Source: an optimization exercise on an open RTL-to-GDS flow (aim: small area, a short achievable clock period and few clock cycles). Production flows keep margins and buffers that such runs may drop.
Function was checked by simulation only, so behaviour that the tests miss may differ from the original.
Power figures rest on the tool's default switching activity, not on a simulated workload.

## v43
==> flow/design.v (excerpt) <==
module Mips_Top (
  input     wire              CLK,
  input     wire              RST,
  output    wire    [31:0]    PC,
  input     wire    [31:0]    Instr,
  output    wire    [31:0]    DataAddr,
  output    wire    [31:0]    WriteData,
  output    wire              MemWrite,
  input     wire    [31:0]    ReadData);
Size in the first run: ~6,400 cells after synthesis.
export LEC_CHECK = 0
export CAP_MARGIN = 20
export CORE_MARGIN = 2
export CORE_UTILIZATION = 40
export CTS_CLUSTER_DIAMETER = 100
export CTS_CLUSTER_SIZE = 25
export SLEW_MARGIN = 20
create_clock -name core_clock -period 24.0 [get_ports {CLK}]
standard.sh (not shown) runs the stock make flow with config.mk's settings and CLKGATE_MAP_FILE= SYNTH_SCRIPT=/design/flow/synth_recipe.tcl, a recipe that flattens the netlist after the stock synthesis.
==> flow/flow/run.sh <==
#!/bin/bash
# The standard ORFS layout, with repair_timing asked for setup slack
# margin: the design is laid out and signed off at the design's clock and
# constraints, and the repair steps aim at a shorter achieved period.
set -euo pipefail
bash standard.sh SETUP_SLACK_MARGIN=17.9 finish > standard.log 2>&1
Testbench counts of v43, summed over its fixed seeds: cycles 35,985.
#### Input delta (v38 over v43)
- swapping 40 for 55 in CORE_UTILIZATION
diff --git a/flow/flow/run.sh b/flow/flow/run.sh
--- a/flow/flow/run.sh
+++ b/flow/flow/run.sh
@@ -5,2 +5,2 @@
 set -euo pipefail
-bash standard.sh SETUP_SLACK_MARGIN=17.9 finish > standard.log 2>&1
+bash standard.sh SETUP_SLACK_MARGIN=17.7 finish > standard.log 2>&1
[summary]
- Run comparison: v38 cell with the largest stage delay on the worst path sky130_fd_sc_hd__buf_4; v43 cell with the largest stage delay on the worst path sky130_fd_sc_hd__or3_1
- Relative to v43, die boundary height has gone down in v38.
- Looking only at final critical-path setup slack, and setting everything else aside, the lower value of v38 and v43 goes to v38.
- Comparing v38 and v43, the lower placed instance area was measured on v38.
- Combinational group share of total power: v38 vs v43 down 0.6 points
- Compared with v43, v38 shows met2 track utilization from global routing higher by 17 points.
- For die area, dividing the value from v43 by the value from v38 gives 1.4.
- v43 -> v38: combinational power decreased by a little under 10%
> inputs changed (v38 -> v20)
- removing CTS_CLUSTER_DIAMETER (formerly 100)
- removing CTS_CLUSTER_SIZE (formerly 25)
- changing CORE_UTILIZATION from 55 to 40
Notes after the runs:
[compare] base=v38 new=v20: maximum frequency increased 0.0022 GHz, combinational share of power went down. v20 against v38; detailed-route wire length is up by a few percent. Data required time at the worst endpoint: v20 vs v38, no meaningful difference. Maximum level of the CTS H-tree: v20 > v38. The clock group power number comes out lower for v38 vs v20. Looking at period utilization, v20 sits 0.38 points below v38. v20: global-route usage is 11 points lower than what v38 reported.
Inputs modified between v20 and v28:
- setting CTS_CLUSTER_DIAMETER to 100 for the first time
- setting CTS_CLUSTER_SIZE to 25 for the first time
==> run notes <==
- v28 against v20: final cell count decreased by 141 relative to the old numbers; share of the core filled with cells in the final layout fell by 1.5 points; non-clock buffer count has increased.
- Via count of the first global-routing pass in v28 is about 1.4% below v20.
- Per the comparison of v28 with v20, chip height closely matched the old numbers; number of cells on the worst reg-to-reg path +2; power now smaller.
- Relative to v20, first-pass GRT wire length has gone down in v28.
- On post-cts resize count: between v28 and v20, it ends up higher for v20.
- Routed length per placed instance delta for v28 relative to v20: 0.21 um higher

========
build 77:
Mips_Top, a different RTL version from the one above (not shown whole).
For scale: ~1400 flip-flops, roughly 160 I/O pins.
==> flow/config.mk <==
export PLATFORM = sky130hd
export DESIGN_NAME = Mips_Top
export DESIGN_NICKNAME = Mips_Top
export VERILOG_FILES = /design/flow/design.v
export SDC_FILE = /design/flow/constraint.sdc
export NUM_CORES = 8
export LEC_CHECK = 0
export CAP_MARGIN = 20
export CORE_MARGIN = 2
export CORE_UTILIZATION = 40
export CTS_CLUSTER_DIAMETER = 100
export CTS_CLUSTER_SIZE = 25
export SLEW_MARGIN = 20
==> flow/constraint.sdc <==
create_clock -name core_clock -period 24.0 [get_ports {CLK}]
set_input_delay 4.8000 -clock core_clock [delete_from_list [all_inputs] [get_ports {CLK}]]
set_output_delay 4.8000 -clock core_clock [all_outputs]
set_load 0.01 [all_outputs]
==> flow/flow/run.sh <==
#!/bin/bash
# The standard ORFS layout, with repair_timing asked for setup slack
# margin: the design is laid out and signed off at the design's clock and
# constraints, and the repair steps aim at a shorter achieved period.
set -euo pipefail
bash standard.sh SETUP_SLACK_MARGIN=17.8 finish > standard.log 2>&1
Build 77 ran to completion and came out clean on the timing, design-rule and antenna checks.
Testbench counts of build 77, summed over its fixed seeds: cycles 35,985.
[inputs] build 71 vs build 77
==> flow/flow/run.sh <==
#!/bin/bash
# The standard ORFS layout (standard.sh), in two calls:
#  1. synthesis and floorplan with no setup margin, so the floorplan's
#     timing repair (which sees no wires yet) leaves the netlist alone;
#  2. the rest, with repair_timing asked for a setup slack margin, so the
#     placed design is repaired towards a shorter achieved period.
# The design is laid out and signed off at the design's clock and
# constraints throughout.
set -euo pipefail
bash standard.sh SETUP_SLACK_MARGIN=0 floorplan > standard_floorplan.log 2>&1
bash standard.sh SETUP_SLACK_MARGIN=18.0 finish > standard.log 2>&1
==> run notes <==
Core utilization ends up higher on build 71.
Summary: with build 77 as the reference, fmax in build 71 moved up slightly.
Count of inserted tapcells: build 77 vs build 71 identical
Build 71 consumes more power than build 77 does.
Build 71 vs build 77: normalized max-slew margin down in build 71
Relative to build 77, met1 capacity usage during global routing increased by 1.8 points in build 71.
In the metrics for build 77 and build 71, the one carrying the higher portion of total power attributed to combinational logic is build 71.
Input changes introduced in build 7 (baseline for comparison: build 71):
==> flow/flow/run.sh <==
#!/bin/bash
# The standard ORFS layout, with repair_timing asked for setup slack
# margin: the design is laid out and signed off at the design's clock and
# constraints, and the repair steps aim at a shorter achieved period.
set -euo pipefail
bash standard.sh SETUP_SLACK_MARGIN=17.9 finish > standard.log 2>&1
-- flow/config.mk --
<<< build 71, line 8
export CAP_MARGIN = 20
export CORE_MARGIN = 2
export CORE_UTILIZATION = 40
export CTS_CLUSTER_DIAMETER = 100
export CTS_CLUSTER_SIZE = 25
>>> build 7, line 8
export CAP_MARGIN = 20
export CORE_MARGIN = 2
export CORE_UTILIZATION = 47
export CTS_CLUSTER_DIAMETER = 100
export CTS_CLUSTER_SIZE = 25
==> comparison <==
- Final critical-path setup slack on build 7 is up relative to build 71.
- The final reports for build 7 and build 71 show first-iteration DRC count lower in the former.
- After detailed routing, build 71 needs more wire than build 7.
- Compared with build 71, build 7 shows final HPWL from detailed placement that has gone down by a few percent.
- From build 7 to build 71, synthesized cell count did not move at all.
- The higher power consumption of build 7 and build 71 is in build 71.
- Global-route wire length before repair of build 7 falls short of that of build 71 by a few percent.
What build 17 does differently from build 7 at the input level:
-- flow/config.mk --
<<< build 7, line 8
export CAP_MARGIN = 20
export CORE_MARGIN = 2
export CORE_UTILIZATION = 47
export CTS_CLUSTER_DIAMETER = 100
export CTS_CLUSTER_SIZE = 25
>>> build 17, line 8
export CAP_MARGIN = 20
export CORE_MARGIN = 2
export CORE_UTILIZATION = 34
export CTS_CLUSTER_DIAMETER = 100
export CTS_CLUSTER_SIZE = 25
==> run notes <==
- As far as multi-input logic area is concerned, build 7 and build 17 perform about the same.
- Relative to build 7, the final net count of build 17 is lower by 28.
- Diff build 7..build 17 | total standard cell area after synthesis | unchanged
- Build 17 ended with more buffer and inverter count on the worst path than build 7.

## separate check: timing with driven ports
Ports are ideal in the flow. The routed layouts listed here were re-timed in OpenROAD. Step 1: set_driving_cell puts a clkbuf_16 on CLK and a buf_2 on each other input, an assumption about the parent block. Step 2 moves the port delays by t, midway between the first and last clock arrival at a register: inputs arrive t later, outputs are due t later. That takes back most of the time a late clock gives input paths. Slacks: no drivers / after step 1 / after step 2; pairs: no drivers / after step 1.
run	t, ns	setup slack, ns	hold slack, ns
v43	0.816	17.797 / 17.771 / 17.020	0.355 / 0.355 / 0.355
v38	0.803	17.575 / 17.628 / 16.825	0.372 / 0.372 / 0.372
v20	0.881	17.666 / 17.643 / 16.839	0.360 / 0.360 / 0.360
v28	0.815	17.621 / 17.643 / 16.834	0.368 / 0.368 / 0.368
build 77	0.822	17.707 / 17.753 / 16.947	0.311 / 0.311 / 0.311
build 71	0.838	17.784 / 17.779 / 16.941	0.373 / 0.373 / 0.373
build 7	0.816	17.796 / 17.834 / 17.018	0.358 / 0.358 / 0.358
build 17	0.799	17.832 / 17.792 / 17.031	0.362 / 0.362 / 0.362
After both steps setup and hold are still met in every run listed. For build 71, which loses most, drivers alone change the setup slack by -0.005 ns; drivers and shift together by -0.843 ns.
